Context: an optimization exercise on an open-source flow, tuned for small area, a short achievable clock period and few clock cycles. The choices shown serve that exercise and are no tape-out recipe. RTL that was checked went through simulation tests only; none was proved equivalent to the original. No activity file was given, so power comes from the tool's default toggle rates.

== the baseline ==
## JAM
module JAM (
    input CLK,
    input RST,
    output [2:0] W,
    output [2:0] J,
    input [6:0] Cost,
    output reg [3:0] MatchCount,
    output reg [9:0] MinCost,
    output reg Valid
);
==> flow/config.mk <==
export PLATFORM = sky130hd
export DESIGN_NAME = JAM
export DESIGN_NICKNAME = JAM
export VERILOG_FILES = /design/flow/design.v
export SDC_FILE = /design/flow/constraint.sdc
export NUM_CORES = 4
export LEC_CHECK = 0
export CAP_MARGIN = 20
export CORE_MARGIN = 2
export CORE_UTILIZATION = 40
export SLEW_MARGIN = 20
==> flow/constraint.sdc <==
create_clock -name core_clock -period 10.0 [get_ports {CLK}]
set_input_delay 2.0000 -clock core_clock [delete_from_list [all_inputs] [get_ports {CLK}]]
set_output_delay 2.0000 -clock core_clock [all_outputs]
set_load 0.01 [all_outputs]
standard.sh (not shown) runs the stock make flow with config.mk's settings and CLKGATE_MAP_FILE= SYNTH_SCRIPT=/design/flow/synth_recipe.tcl, a recipe that flattens the netlist after the stock synthesis.
==> flow/flow/run.sh <==
#!/bin/bash
# Standard layout, but the port buffers use a normal buffer cell (buf_4) instead of
# the default pick, so the output ports are driven with a normal buffer.
set -euo pipefail
export BUFFER_PORTS_ARGS="-buffer_cell sky130_fd_sc_hd__buf_4"
bash standard.sh finish > standard_flow.log 2>&1
Here is what was changed in the inputs of the candidate compared with the baseline.
--- a/flow/design.v
+++ b/flow/design.v
@@ -567,14 +567,12 @@
         q3[0] <= l3_r;
         for (qi3 = 1; qi3 < 29; qi3 = qi3 + 1) q3[qi3] <= q3[qi3-1];
     end
     always @(posedge CLK) begin
         if (rst_q) Valid <= 1'b0;
         else if (g2_u3 == 8'd63) Valid <= 1'b1;
     end
-    always @(posedge CLK) begin
-        if (g2_u3 == 8'd63) begin
-            MinCost <= l3_r[9:0];
-            MatchCount <= l3_r[13:10];
-        end
+    always @(*) begin
+        MinCost = q3[0][9:0];
+        MatchCount = q3[0][13:10];
     end
 endmodule
## What came out
The baseline and the candidate ended up with roughly the same fraction of power spent switching nets. The candidate vs the baseline on share of the core filled with cells in the final layout: the candidate is the higher one. Going from the baseline to the candidate, register area share after synthesis shrinks by 0.16 points. The candidate against the baseline: clock period minus final worst setup slack went up; die area went down; number of non-clock buffers went up; met1 layer usage reported by global route went up. Final clock period utilization by the worst path (higher): the candidate. Number of fillers in the final layout on the candidate is down relative to the baseline. The design area number comes out lower for the candidate vs the baseline. Setup slack of the worst register-to-register path in the candidate vs the baseline: down 0.04 ns. Compared with the baseline, the candidate shows post-synth net total that has gone up slightly. Inserted tap cell count ends up higher on the baseline.
Function was not checked in any run of this note: the RTL went through the layout flow alone.

--- another note on this design; it stands on its own ---

## JAM
module JAM (
    input CLK,
    input RST,
    output [2:0] W,
    output [2:0] J,
    input [6:0] Cost,
    output reg [3:0] MatchCount,
    output reg [9:0] MinCost,
    output reg Valid
);
export LEC_CHECK = 0
export CAP_MARGIN = 20
export CORE_MARGIN = 2
export CORE_UTILIZATION = 40
export SLEW_MARGIN = 20
create_clock -name core_clock -period 10.0 [get_ports {CLK}]
standard.sh (not shown) runs the stock make flow with config.mk's settings and CLKGATE_MAP_FILE= SYNTH_SCRIPT=/design/flow/synth_recipe.tcl, a recipe that flattens the netlist after the stock synthesis.
==> flow/flow/run.sh <==
#!/bin/bash
# Standard layout with three changes: the port buffers use a normal buffer cell (buf_4)
# instead of the default pick; clock tree synthesis builds its tree from clkbuf_16,
# without dummy loads, in clusters of up to 20 flip-flops; and timing repair aims for a
# setup slack of 7.4 ns on the 10 ns clock, so it sizes up the slowest paths. The
# constraints (constraint.sdc) are not changed.
set -euo pipefail
export BUFFER_PORTS_ARGS="-buffer_cell sky130_fd_sc_hd__buf_4"
export CTS_ARGS="-sink_clustering_enable -repair_clock_nets -dont_use_dummy_load -buf_list sky130_fd_sc_hd__clkbuf_16 -sink_clustering_size 20 -sink_clustering_max_diameter 150"
export SETUP_SLACK_MARGIN=7.4
bash standard.sh finish > standard_flow.log 2>&1
The starting point finished clean.
Testbench counts at the start, summed over its fixed seeds: cycles 1,656.
Then changed:
==> flow/flow/run.sh (replaced) <==
#!/bin/bash
# Standard layout with two changes: the port buffers use a normal buffer cell (buf_4)
# instead of the default pick, and clock tree synthesis builds its tree from clkbuf_16,
# without dummy loads, in clusters of up to 20 flip-flops.
set -euo pipefail
export BUFFER_PORTS_ARGS="-buffer_cell sky130_fd_sc_hd__buf_4"
export CTS_ARGS="-sink_clustering_enable -repair_clock_nets -dont_use_dummy_load -buf_list sky130_fd_sc_hd__clkbuf_16 -sink_clustering_size 20 -sink_clustering_max_diameter 150"
bash standard.sh finish > standard_flow.log 2>&1
What happened:
- via count decreases by 2.5%
- die area does not change
- design area decreases by 4.2%
- total power decreases by 6.7%
- setup slack degrades by 0.22 ns
- clock-buffer cell count stays the same
- worst hold slack degrades by 0.037 ns
- core utilization decreases by 1.9 points
- sequential power is about the same

static timing again, ports no longer ideal:
In the flow no input, the clock included, has a driving cell. The finished layouts below were timed again as built, in two steps. Step 1 (the two cells are an assumption about what drives the block):
set clk [get_ports {CLK}]
set_driving_cell -lib_cell sky130_fd_sc_hd__clkbuf_16 $clk
set_driving_cell -lib_cell sky130_fd_sc_hd__buf_2 [delete_from_list [all_inputs] $clk]
Step 2, shift: input delay + t, output delay - t, t = (earliest + latest rising clock arrival at the registers) / 2. This alone moves slack from input paths to output paths. a / b / c = ideal / step 1 / step 2; a / b = the first two.
| run | t, ns | setup slack, ns | worst hold slack (ns) | clock arrival spread, ns | cell pins on the clock port's net |
|---|---|---|---|---|---|
| the baseline | 0.925 | 6.503 / 6.406 / 6.745 | 0.264 / 0.264 / 0.264 | 0.095 / 0.096 | 1 |
| the candidate | 0.945 | 6.245 / 6.147 / 6.711 | 0.272 / 0.272 / 0.272 | 0.076 / 0.076 | 1 |
| the first run of note 2 | 0.891 | 6.648 / 6.564 / 6.984 | 0.276 / 0.276 / 0.276 | 0.099 / 0.100 | 1 |
| the second run of note 2 | 0.885 | 6.432 / 6.432 / 6.432 | 0.239 / 0.239 / 0.239 | 0.103 / 0.103 | 1 |
After both steps setup and hold are still met in every run listed.
